This design comes from an exercise in tuning for small area, a short achievable clock period and few clock cycles on the open sky130 flow, not from production work. In this exercise RTL edits were held to simulation tests only and were not proved equivalent to the original. Power is estimated from default activity; no workload was simulated.

$ cat flow/design.v
`timescale 1ns / 1ps
module Viterbi(
		input wire clock,
		input wire reset,
		input wire enable,
		input wire [1:0] Vinput,
		output reg outputValid,
		output reg Voutput
    );
	parameter N = 96;
	reg [64*N-1:0] preState;      
	reg [8*64-1:0] stateMetric;   
	reg [7:0] inputCounter;
	reg [4*64-1:0] encOut;        
	reg [N - 1:0] decoded;
	reg [5:0] min;
	integer i, k;
	reg [7:0] bm0 [0:63];
	reg [7:0] bm1 [0:63];
	reg [7:0] pathA [0:63];   
	reg [7:0] pathB [0:63];   
	reg [63:0] sel;
	reg [7:0] best [0:63];
	reg [5:0] minNext;
	reg [7:0] minMetric;
	always @*
	begin
		for(i = 0; i < 64; i = i + 1)
		begin
			bm0[i] = (encOut[i*4+1] ^ Vinput[1]) + (encOut[i*4+0] ^ Vinput[0]);
			bm1[i] = (encOut[i*4+3] ^ Vinput[1]) + (encOut[i*4+2] ^ Vinput[0]);
			pathA[i] = bm1[i] + stateMetric[((i + 64)/2)*8 +: 8];
			pathB[i] = bm0[i] + stateMetric[(i/2)*8 +: 8];
			sel[i] = (pathA[i] <= pathB[i]);
			best[i] = sel[i] ? pathA[i] : pathB[i];
		end
		minNext = min;
		minMetric = stateMetric[min*8 +: 8];
		for(i = 0; i < 64; i = i + 1)
			if(best[i] < minMetric)
			begin
				minNext = i;
				minMetric = stateMetric[i*8 +: 8];
			end
	end
	reg [5:0] tbState [0:N];
	reg [N - 1:0] tbBits;
	always @*
	begin
		tbState[N] = min;
		for(k = N - 1; k >= 0; k = k - 1)
		begin
			tbBits[k] = tbState[k+1][0];
			tbState[k] = {preState[k*64 + tbState[k+1]], tbState[k+1][5:1]};
		end
	end
	always@(posedge clock)
	begin
		if(reset)
		begin
			inputCounter <= 'd0;
			outputValid <= 'd0;
			min <= 0;
			encOut <= {4'b1100, 4'b0011, 4'b1001, 4'b0110, 4'b0011, 4'b1100, 4'b0110, 4'b1001,
			           4'b0011, 4'b1100, 4'b0110, 4'b1001, 4'b1100, 4'b0011, 4'b1001, 4'b0110,
			           4'b1100, 4'b0011, 4'b1001, 4'b0110, 4'b0011, 4'b1100, 4'b0110, 4'b1001,
			           4'b0011, 4'b1100, 4'b0110, 4'b1001, 4'b1100, 4'b0011, 4'b1001, 4'b0110,
			           4'b0110, 4'b1001, 4'b0011, 4'b1100, 4'b1001, 4'b0110, 4'b1100, 4'b0011,
			           4'b1001, 4'b0110, 4'b1100, 4'b0011, 4'b0110, 4'b1001, 4'b0011, 4'b1100,
			           4'b0110, 4'b1001, 4'b0011, 4'b1100, 4'b1001, 4'b0110, 4'b1100, 4'b0011,
			           4'b1001, 4'b0110, 4'b1100, 4'b0011, 4'b0110, 4'b1001, 4'b0011, 4'b1100};   
		end
		else if(enable)
		begin
			if(inputCounter < 2 * N + 2)
				inputCounter <= inputCounter + 1;
			if(inputCounter < 6)
			begin
				for(k = 0; k < 6; k = k + 1)
					if(inputCounter == k)
						preState[k*64 +: 64] <= preState[k*64 +: 64] & ~((64'd2 << k) - 64'd1);
				for(i = 0; i < 64; i = i + 1)
				begin
					if(i < (2 << inputCounter))
					begin
						if(inputCounter == 0)
							stateMetric[i*8 +: 8] <= bm0[i];
						else
							stateMetric[i*8 +: 8] <= pathB[i];
					end
				end
			end
			else if(inputCounter < N)
			begin
				for(k = 6; k < N; k = k + 1)
					if(inputCounter == k)
						preState[k*64 +: 64] <= sel;
				for(i = 0; i < 64; i = i + 1)
					stateMetric[i*8 +: 8] <= best[i];
				min <= minNext;
			end
			else if(inputCounter == N)  
			begin
				decoded <= tbBits;
			end
			else if(inputCounter < 2 * N + 1)
			begin
				outputValid <= 1;
				Voutput <= decoded[inputCounter - N - 1];
			end
			else
				outputValid <= 0;
		end
	end
endmodule
$ cat flow/run.sh
#!/bin/bash
# synth_recipe.tcl (not shown) runs the flow's synth.tcl, then flattens the netlist and writes it again
# the make line also repeats each setting of config.mk as NAME=value (left out here)
make -C /OpenROAD-flow-scripts/flow DESIGN_CONFIG=/design/flow/config.mk WORK_HOME=/design/flow/orfs CLKGATE_MAP_FILE= SYNTH_SCRIPT=/design/flow/synth_recipe.tcl finish
$ cat flow/config.mk
export PLATFORM = sky130hd
export DESIGN_NAME = Viterbi
export DESIGN_NICKNAME = Viterbi
export VERILOG_FILES = /design/flow/design.v
export SDC_FILE = /design/flow/constraint.sdc
export NUM_CORES = 4
export LEC_CHECK = 0
export CAP_MARGIN = 20
export CORE_MARGIN = 2
export CORE_UTILIZATION = 30
export PLACE_DENSITY = 0.5
export SLEW_MARGIN = 20
$ cat flow/constraint.sdc
create_clock -name core_clock -period 500.0 [get_ports {clock}]
set_input_delay 100.0000 -clock core_clock [delete_from_list [all_inputs] [get_ports {clock}]]
set_output_delay 100.0000 -clock core_clock [all_outputs]
set_load 0.01 [all_outputs]
==> run summary <==
synthesized netlist by cell type (179+ instances only):
cell      number  area share [%]
edfxtp_1    6369              60
mux2i_1     2067             6.5
nand2_1     2058             2.4
o21ai_0     1631             2.6
mux2_2      1376             4.8
nor2_1      1327             1.6
a21oi_1     1256             2.0
ha_1         977             3.8
clkbuf_1     888             1.0
inv_1        651            0.76
xnor2_1      467             1.3
a211oi_1     450             1.1
xor2_1       419             1.1
o211ai_1     396            0.93
nand3_1      339            0.53
mux4_2       327             2.3
a21o_1       299            0.70
buf_2        207            0.32
nand4_1      203            0.40
a31oi_1      179            0.35
per-layer routing:
layer  vias to the layer above  wire (um)
met5                         -        147
met4                        18      40900
met3                      1604      96100
met2                      9613     584000
met1                    110000     537000
li1                      92000          -
area by class of cell:
type | count | area (um2) | share of cell area [%]
well taps | 14100 | 17600 | 4.88
repair buffers | 725 | 5780 | 1.60
clock buffers | 890 | 18800 | 5.19
diodes | 79 | 198 | 0.0547
multi-input cells | 15600 | 121000 | 33.5
flip-flops and latches | 6384 | 192000 | 53.0
inverters | 665 | 2570 | 0.712
clock inverters | 403 | 3890 | 1.08
through the flow:
| stage | total power (uW) | hold WS [ps] |
|---|---|---|
| floorplan | 731000 | 403 |
| global route | 390000 | 598 |
| CTS | 382000 | 569 |
| detailed placement | 380000 | 565 |
| global placement | 382000 | 550 |
| finish | 384000 | 585 |
flip-flops by register name (all words and copies together), names as in the netlist:
signal / cells
decoded: 96
min: 6
Voutput: 1
preState: 5760
outputValid: 1
inputCounter: 8
stateMetric: 512
cells by family (layout without fill, tap and decap cells):
logic type	count (synthesis)	in the layout	share of synthesized area (%)
AOI/OAI and AO/OA	5046	5046	9.71
xor gates and xnor gates	886	886	2.42
adders and majority gates	1069	1069	4.31
buffers and inverters	2140	2683	2.90
DFF	6384	6384	59.8
muxes	3898	3898	14.3
other	0	79	0
and+or+nand+nor	4697	4697	6.50
==> results.ini <==
[outcome]
status=no timing/DRC/antenna violations

[synth]
synth-edff-count=6369
yosysSeqAreaShare_pct=59.8
synth_area_um2=320000
synth.distinct_cells=124
ys_warn_count=7
synthFlopType=edfxtp_1
synthArstFlopShare_pct=0
syn_nets=25200
avgSynthCellArea_um2=13.3
synthCells=24100
ys_ff_latch=6384

[drt]
dr_total_vias=213000
antenna_left=0
post_drt_wl_per_cell_um=32.4
drtIter0Drc=27900
routed_wl_mm=1260
drc=0
dr.pass1.iters=6
vias_per_cell=5.49

[global_routing]
grt-ovfl-total=0
use_met2_pct=36.7
top_usage_layer=met2
met3_usage_pct=3.04
grt.met1_usage_pct=31.4
grt_pass1_vias=203000
grt_use_total_pct=22.6
grt_max_degree=129
antenna_found_initial=234
grt_pass1_wl_mm=1710

[pwr]
powerComb_uw=382000
pwr-share-comb_pct=99.4
ir_drop_mv=2.65
power_density_nw_per_um2=1060
top_power_group=combinational cells
pwr-share-seq_pct=0.5
p_leak_uw=0.123
switchingPower_uw=239000
clkPwrFrac_pct=0.1
power.internal_uw=146000
pg_seq_uw=1760
sw_frac_of_total_pct=62.1
clock_power_uw=518

[min_path]
whs_endpoint=outputValid
hp-start=outputValid
min_path_type=reg2reg
hold_depth=1

[sta]
timing.final.crit_share_pct=47.8
drv_slew=0
fin_ws_ps=261020
skew_ps=104
min_period_ps=238980
clock.fmax_ghz=0.00418
hold_viol=0
finalSetupTns_ps=0
worst_slew_pin_slew_ps=1300
rsz0062_at_grt=false
slew_headroom_pct=12.9
finalSetupViolCount=0

[setup_path]
max_stage_delay_ps=920
critPathCapture=min[1]
path_depth=577
worst_ep_arrival_time_ps=239980
cp_common_cell=ha_1
crit_start=Vinput[0]
r2r-end=min[1]
reg2reg_depth=568
r2r_setup_slack_ps=360560
crit_fanout=63
worst_setup_path_start_kind=input pin
critPathTopFamily=compound AO/OA/AOI/OAI gates
critPathBufInv=45
worstSetupPathType=in2reg
regToRegStartpoint=min[0]
crit_slowest_cell=o41ai_1
endpoint_kind=register
critical_path_required_ps=501000

[cells_and_area]
stdcell_count=38800
layout.nets=25100
drive_above_1_share_pct=15.3
layout_commonest_cell=edfxtp_1
nFillCells=104000
areaGrowthSynthToFinish_pct=13.0
final_area_um2=362000
final_cell_mix=edfxtp_1 (6369), mux2i_1 (2054), nand2_1 (2014), o21ai_0 (1627), mux2_2 (1368)
postLayoutCoreUtil_pct=34.0

[placed_design]
gp_congestion=0.941
place_ws_ps=260920
post_dp_cell_area_um2=339000
dp_hpwl_mm=789
placedCellCount=37500
io_buffers=6

[floorplanning]
design.core.area_um2=1060000
start_util_pct=30.1
fp.dieArea_um2=1080000
boundaryPins=7
rows=379
die_y_mm=1.04
die_w_mm=1.04

[clock_tree]
clk-insertion-delay-late_ps=1140
cts_max_level=6
clock_sinks=6384
cts_resized=0
path_clk_slew_ps=50
cts_root_buffer=clkbuf_16
ctsHoldBuffers=0
cts_tree=yes
clockBufferDepth=5
post_cts_buffers=0
numCtsBuffers=720

[job]
maxCapViolCount=0

Testbench counts, summed over its fixed seeds: cycles 24,704.

afterwards: timing with drivers on the ports:
No port has a modelled driver above. Below, the same layout with a new extraction and two added sets of constraints. Step 1 sets driving cells, clkbuf_16 on the clock port and buf_2 on the other inputs (assumed; they add their load-dependent delay and slew). Step 2, shift: input delay + t, output delay - t, t = (earliest + latest rising clock arrival at the registers) / 2. This alone moves slack from input paths to output paths. a / b / c = ideal / step 1 / step 2; a / b = the first two.
t (ns): 1.241
setup slack, ns: 261.018 / 260.809 / 259.568
latest minus earliest clock arrival (ns): 0.123 / 0.123
worst slew at a driven data input, ns: 0.40
pins driven straight from the clock port: 1
After both steps setup and hold are still met in this run. The setup slack of this run moves by -0.209 ns with the drivers and by -1.450 ns with both steps.
